This is an optimization exercise on Yosys and OpenROAD, whose aim is small area and a short achievable clock period, not a production implementation. Function was checked by simulation only, so behaviour that the tests miss may differ from the original.

--- run.sh ---
#!/bin/bash
# synth_recipe.tcl (not shown) runs the flow's synth.tcl, then flattens the netlist and writes it again
# the make line also repeats each setting of config.mk as NAME=value (left out here)
make -C /OpenROAD-flow-scripts/flow DESIGN_CONFIG=/design/flow/config.mk WORK_HOME=/design/flow/orfs CLKGATE_MAP_FILE= SYNTH_SCRIPT=/design/flow/synth_recipe.tcl finish
--- constraint.sdc ---
create_clock -name core_clock -period 10.0 [get_ports {clk}]
set_input_delay 2.0000 -clock core_clock [delete_from_list [all_inputs] [get_ports {clk}]]
set_output_delay 2.0000 -clock core_clock [all_outputs]
set_load 0.01 [all_outputs]
--- config.mk ---
export PLATFORM = sky130hd
export DESIGN_NAME = SDC_fft
export DESIGN_NICKNAME = SDC_fft
export VERILOG_FILES = /design/flow/design.v
export SDC_FILE = /design/flow/constraint.sdc
export NUM_CORES = 4
export LEC_CHECK = 0
export CAP_MARGIN = 20
export CORE_MARGIN = 2
export CORE_UTILIZATION = 40
export SLEW_MARGIN = 20
--- design.v ---
module SDC_fft #(
    parameter width = 12
) (
    input clk, rst_n,
    input signed [width-1:0] R, I,
    output signed [width-1:0] R_out, I_out,
    output done
);
    reg [4:0] count;
    always @(posedge clk or negedge rst_n) begin
        if (!rst_n) count <= 0;
        else if (count != 27) count <= count + 1'b1;
    end
    assign done = count[4] & count[3] & ~count[2] & count[1] & count[0];
    reg [3:0] ph;
    always @(posedge clk or negedge rst_n) begin
        if (!rst_n) ph <= 4'hf;
        else ph <= ph + 1'b1;
    end
    reg signed [11:0] xr, xi;
    always @(posedge clk) begin
        xr <= R;
        xi <= I;
    end
    reg signed [11:0] d1r [0:7];
    reg signed [11:0] d1i [0:7];
    wire s1bf = ph[3];
    wire signed [12:0] s1sr = d1r[7] + xr, s1dr = d1r[7] - xr;
    wire signed [12:0] s1si = d1i[7] + xi, s1di = d1i[7] - xi;
    wire signed [11:0] s1or = s1bf ? s1sr[12:1] : d1r[7];
    wire signed [11:0] s1oi = s1bf ? s1si[12:1] : d1i[7];
    wire signed [11:0] d1inr = s1bf ? s1dr[12:1] : xr;
    wire signed [11:0] d1ini = s1bf ? s1di[12:1] : xi;
    wire [3:0] r1w = ph - 4'd15;    
    wire [2:0] r1t = r1w[3] ? 3'd0 : r1w[2:0];
    wire signed [11:0] r1or, r1oi;
    rot16 u_r1 (.vr(d1r[6]), .vi(d1i[6]), .t(r1t), .or_(r1or), .oi(r1oi));
    integer k;
    always @(posedge clk) begin
        d1r[0] <= d1inr; d1i[0] <= d1ini;
        for (k = 1; k < 7; k = k + 1) begin
            d1r[k] <= d1r[k-1]; d1i[k] <= d1i[k-1];
        end
        d1r[7] <= r1or; d1i[7] <= r1oi;
    end
    reg signed [11:0] p1r, p1i;
    always @(posedge clk) begin
        p1r <= s1or; p1i <= s1oi;
    end
    wire [3:0] e2 = ph - 4'd9;
    reg signed [11:0] d2r [0:3];
    reg signed [11:0] d2i [0:3];
    wire s2bf = e2[2];
    wire signed [11:0] s2sr = d2r[3] + p1r, s2dr = d2r[3] - p1r;
    wire signed [11:0] s2si = d2i[3] + p1i, s2di = d2i[3] - p1i;
    wire signed [11:0] s2or = s2bf ? s2sr : d2r[3];
    wire signed [11:0] s2oi = s2bf ? s2si : d2i[3];
    wire signed [11:0] d2inr = s2bf ? s2dr : p1r;
    wire signed [11:0] d2ini = s2bf ? s2di : p1i;
    wire [3:0] r2w = e2 - 4'd3;
    wire [1:0] r2m = r2w[2] ? r2w[1:0] : 2'd0;
    wire signed [11:0] r2or, r2oi;
    rot8 u_r2 (.vr(d2r[2]), .vi(d2i[2]), .m(r2m), .or_(r2or), .oi(r2oi));
    always @(posedge clk) begin
        d2r[0] <= d2inr; d2i[0] <= d2ini;
        d2r[1] <= d2r[0]; d2i[1] <= d2i[0];
        d2r[2] <= d2r[1]; d2i[2] <= d2i[1];
        d2r[3] <= r2or;   d2i[3] <= r2oi;
    end
    reg signed [11:0] p2r, p2i;
    always @(posedge clk) begin
        p2r <= s2or; p2i <= s2oi;
    end
    wire [3:0] e3 = ph - 4'd14;
    reg signed [11:0] d3r [0:1];
    reg signed [11:0] d3i [0:1];
    wire s3bf = e3[1];
    wire signed [12:0] s3sr = d3r[1] + p2r, s3dr = d3r[1] - p2r;
    wire signed [12:0] s3si = d3i[1] + p2i, s3di = d3i[1] - p2i;
    wire signed [11:0] s3or = s3bf ? s3sr[12:1] : d3r[1];
    wire signed [11:0] s3oi = s3bf ? s3si[12:1] : d3i[1];
    wire signed [11:0] d3inr = s3bf ? s3dr[12:1] : p2r;
    wire signed [11:0] d3ini = s3bf ? s3di[12:1] : p2i;
    always @(posedge clk) begin
        d3r[0] <= d3inr; d3i[0] <= d3ini;
        d3r[1] <= d3r[0]; d3i[1] <= d3i[0];
    end
    reg signed [11:0] p3r, p3i;
    always @(posedge clk) begin
        p3r <= s3or; p3i <= s3oi;
    end
    wire [3:0] e4 = ph - 4'd1;
    reg signed [11:0] d4r, d4i;
    wire s4bf = e4[0];
    wire s4j = e4[1];
    wire signed [11:0] br = s4j ? p3i : p3r;
    wire signed [11:0] bi = s4j ? p3r : p3i;
    wire signed [11:0] s4sr = d4r + br;
    wire signed [11:0] s4dr = d4r - br;
    wire signed [11:0] s4si = s4j ? d4i - bi : d4i + bi;
    wire signed [11:0] s4di = s4j ? d4i + bi : d4i - bi;
    wire signed [11:0] s4or = s4bf ? s4sr : d4r;
    wire signed [11:0] s4oi = s4bf ? s4si : d4i;
    always @(posedge clk) begin
        d4r <= s4bf ? s4dr : p3r;
        d4i <= s4bf ? s4di : p3i;
    end
    reg signed [11:0] p4r, p4i;
    always @(posedge clk) begin
        p4r <= s4or; p4i <= s4oi;
    end
    wire [3:0] e5 = ph - 4'd3;
    wire x1 = e5[2] & ~e5[1];
    reg signed [11:0] b1r [0:1];
    reg signed [11:0] b1i [0:1];
    wire signed [11:0] w1r = x1 ? p4r : b1r[1];
    wire signed [11:0] w1i = x1 ? p4i : b1i[1];
    always @(posedge clk) begin
        b1r[0] <= x1 ? b1r[1] : p4r;
        b1i[0] <= x1 ? b1i[1] : p4i;
        b1r[1] <= b1r[0]; b1i[1] <= b1i[0];
    end
    wire [3:0] e6 = ph - 4'd5;
    wire x2 = e6[3] & ~e6[2];
    reg signed [11:0] b2r [0:3];
    reg signed [11:0] b2i [0:3];
    reg signed [11:0] outr, outi;
    always @(posedge clk) begin
        b2r[0] <= x2 ? b2r[3] : w1r;
        b2i[0] <= x2 ? b2i[3] : w1i;
        for (k = 1; k < 4; k = k + 1) begin
            b2r[k] <= b2r[k-1]; b2i[k] <= b2i[k-1];
        end
        outr <= x2 ? w1r : b2r[3];
        outi <= x2 ? w1i : b2i[3];
    end
    assign R_out = outr;
    assign I_out = outi;
endmodule
module rot16 (
    input signed [11:0] vr, vi,
    input [2:0] t,
    output signed [11:0] or_, oi
);
    wire [1:0] tl = t[1:0];
    wire hi = t[2];
    wire sw = (tl == 2'd3);
    wire k7 = (tl == 2'd2);
    wire signed [21:0] p = sw ? vi : vr;
    wire signed [21:0] q = sw ? vr : vi;
    wire signed [21:0] xr = vr, xi = vi;
    function [21:0] mA(input [21:0] x, input s);
        mA = (x << 10) - (x << 4) - (s ? (x << 8) + (x << 5) : (x << 6))
             + (s ? (x << 2) : (x << 1));
    endfunction
    function [21:0] mB(input [21:0] x, input s);
        mB = (((x << 9) - (x << 7)) << s)
             + (s ? (x << 2) - (x << 5) - (x << 4) : (x << 3) - x);
    endfunction
    wire [21:0] E = mA(p, k7) + mB(q, k7);
    wire [21:0] F1 = mA(q, k7) - mB(p, k7);
    reg [21:0] re, im;
    always @(*) begin
        if (!hi) re = E + xi;
        else if (!sw) re = F1 - xr + xi;
        else re = -(F1 + xr - xi);
        if (hi) im = -(E + xr + xi);
        else if (!sw) im = F1 - xr;
        else im = -(F1 + xr);
    end
    assign or_ = (t == 3'd0) ? vr : (t == 3'd4) ? vi : re[21:10];
    assign oi = (t == 3'd0) ? vi : (t == 3'd4) ? -vr : im[21:10];
endmodule
module rot8 (
    input signed [11:0] vr, vi,
    input [1:0] m,
    output signed [11:0] or_, oi
);
    wire signed [21:0] xr = vr, xi = vi;
    wire [21:0] A = xr + xi;
    wire [21:0] B = xi - xr;
    wire [21:0] P = (A << 10) - (A << 8) - (A << 5) - (A << 4) + (A << 2);
    wire [21:0] Q = (B << 10) - (B << 8) - (B << 5) - (B << 4) + (B << 2);
    wire [21:0] re = m[1] ? Q + B : P + xi;
    wire [21:0] im = m[1] ? -(P + A) : Q - xr;
    assign or_ = (m == 2'd0) ? vr : (m == 2'd2) ? vi : re[21:10];
    assign oi = (m == 2'd0) ? vi : (m == 2'd2) ? -vr : im[21:10];
endmodule
==> metrics.cfg <==
[sta]
rsz0062_at_grt = true
drv_slew = 0
fin_crit_sh_pct = 101
hold_ws_ns = 0.279
fin_worst_skew_ns = 0.0607
setup_viol = 1
max_freq_ghz = 0.0991
min_period_ns = 10.09
worst_pin_slew_ns = 1.04
final-hold-violation-count = 0
worst_slack_ns = -0.0873
relSlewSlack_pct = 29.9

[cells_and_area]
layout.nets = 6904
fin_area_sq_mm = 0.0580
drive_gt1_share_pct = 15.0
syn2layout_area_growth_pct = 19.0
register_area_sq_mm = 0.0132
fin_cells = 7694
multi_input_area_sq_mm = 0.0336
fillCellCount = 11656

[global_route]
grt_max_degree = 97
first_global_vias = 38460
grt_overflow = 0
grt_pass1_wl_mm = 213
antenna_found_initial = 4
grt_usage_pct = 21.6

[clock_tree]
cts-root-buf = clkbuf_16
cts_buffer_depth = 3
cts_buffers = 67
ctsHoldBuffers = 0
cts_sinks = 657
h-tree-depth = 3
clkTransAtPathRegs_ns = 0.07
cts_tree = done
clock_latency_ns = 0.64

[floorplanning]
coreArea_sq_mm = 0.121
fp.dieArea_sq_mm = 0.125
io_pins = 51
die_h_um = 353
start_util_pct = 40.1
row_count = 128
die_width_um = 353

[route]
vias = 39527
drc = 0
wl_per_cell_um = 17.8
drtPass1Iterations = 5
drt_iter0_drc = 2780
routed_wl_mm = 137
vias_per_cell = 5.14
final_antenna_net_count = 0

[synth]
ys_types = 100
async_reset_ff_share_pct = 1.37
syn_avg_cell_area_sq_um = 8.76
syn_nets = 6447
synth-seq-cells = 657
synth_compound_area_share_pct = 18.0
muxShareOfSynthArea_pct = 2.69
ys.flop_type = dfxtp_1
syn_area_sq_mm = 0.0487
synth_top_area_cell = dfxtp_1
synth_edf_count = 0
synth-simple-area-share_pct = 11.2
synth_common_cells = inv_1, dfxtp_1, ha_1
post_synth_fa_ha_maj_area_fraction_pct = 25.8
synth_top_family_by_area = adder cells
synth_top_area_share_pct = 26.6
yosys_warnings = 22
synth.area.top_cells = dfxtp_1, ha_1, fa_1, xnor2_1, inv_1
synth-seq-area-share_pct = 27.1
synth.most_common_cell = inv_1
synth_cells = 5561
synth_xor_xnor_area_share_pct = 8.73

[place]
hpwlAfterDp_mm = 111
gp_congestion = 0.948
post-place-cells = 7536
placed_area_sq_mm = 0.0545
io_buffers = 50

[critical_path]
required_ns = 10.57
cp-end-kind = flop
slowest_stage = fa_1
slowest_delay_ns = 0.56
cp_max_fo = 4
start_kind = flop
arrival_ns = 10.66
worstSetupPathType = reg2reg

[outcome]
so_faults = negative setup slack
status = complete, but fails checks

[worst_hold_path]
min_path_type = reg2reg

[run]
maxCapViolations = 0

cell type report:
class                           count  share of cell area [%]
Clock buffer                       85                    3.22
Sequential cell                   657                    22.8
Inverter                          682                    4.42
Timing Repair Buffer              540                    7.38
Antenna cell                        3                  0.0129
Clock inverter                     32                   0.786
Tap cell                         1625                    3.51
Multi-Input combinational cell   4070                    57.9
layer usage:
metal	vias to the layer above	part of all wire, %	track usage [%]
li1	19746	-	-
met5	-	0	0
met4	0	2.4	5.99
met1	18656	49	31.3
met3	174	5.4	3.26
met2	951	43	33.1
kinds of logic after synthesis:
group                      after synthesis
xor gates and xnor gates               481
DFF                                    657
and+or+nand+nor                       1194
AOI/OAI and AO/OA                     1423
buffers and inverters                  834
adders and majority gates              860
muxes                                  112
state kept, by name, indices dropped and copies added, names as in the netlist, 24 cells and up:
name	flops
b1i	24
b1r	24
b2i	48
b2r	48
d1i	96
d1r	96
d2i	48
d2r	48
d3i	24
d3r	24
metrics by stage:
stage	util [%]	setup WS [ns]	TNS (ns)
after global routing	47.8	-0.451	-1.59
after CTS	47.0	0.00488	0
final	47.8	-0.0873	-0.0873
after floorplan	-	-0.113	-0.137
after detailed placement	44.9	-0.338	-1.44
after global placement	44.9	-0.225	-0.683
critical path, delay by kind of cell, from the launching register on:
family	cells	cell delay, ns
AO/OA/AOI/OAI	19	3.37
adder cells (fa/ha/maj)	9	3.00
AND/OR/NAND/NOR	10	1.62
XOR/XNOR	4	0.84
flip-flops	1	0.54
multiplexers	2	0.32
buffers and inverters	4	0.30
layout by cell type (no fill, tap or decap), types with 60 or more instances in the layout:
cell type,Yosys,routed
inv_1,675,664
dfxtp_1,648,648
ha_1,621,603
buf_4,3,477
a21oi_1,459,432
nor2_1,429,417
xnor2_1,387,366
nand2_1,367,363
o21ai_0,361,330
fa_1,239,238
o21bai_1,118,115
xor2_1,91,87
a21o_1,83,80
clkbuf_16,0,69
nor3_1,76,65
o21a_1,60,60
repair_timing:
action / CTS / global route
gates cloned: 0 / 1
endpoints found under the setup margin: 10 / 16
gates resized for setup: 38 / 153
pin swaps: 31 / 89
setup buffers: 13 / 24
path summary, 6_finish.rpt:
path	slack [ns]	cells past startpoint	from	to
worst max-delay path	-0.09	48	ph[0]$_DFF_PN1_	d1r[7][11]$_DFF_P_
worst min-delay path	0.28	0	d1i[1][9]$_DFF_P_	d1i[2][9]$_DFF_P_
worst max register to register	-0.09	48	ph[0]$_DFF_PN1_	d1r[7][11]$_DFF_P_
worst min register to register	0.28	0	d1i[1][9]$_DFF_P_	d1i[2][9]$_DFF_P_
max in group asynchronous	7.86	1	rst_n	count[0]$_DFFE_PN0P_
min in group asynchronous	1.75	1	rst_n	count[3]$_DFFE_PN0P_

[afterwards: timing with drivers on the ports]
How much do the figures lean on ideal ports? The routed layout below was timed once more, with nothing changed but the port constraints.
Step 1, drivers: a clkbuf_16 drives clk and a buf_2 each remaining input, both assumed.
Step 2 moves the port delays by t, midway between the first and last clock arrival at a register: inputs arrive t later, outputs are due t later. That takes back most of the time a late clock gives input paths.
Three values: ideal ports, drivers, drivers and shift; two values: the first two.
shift t [ns]: 0.684
slack for setup (ns): -0.087 / -0.087 / -0.087
hold WS [ns]: 0.279 / 0.279 / 0.279
worst register clock-pin slew, ns: 0.07 / 0.07
The setup slack of this run moves by 0.000 ns with the drivers and by 0.000 ns with both steps.
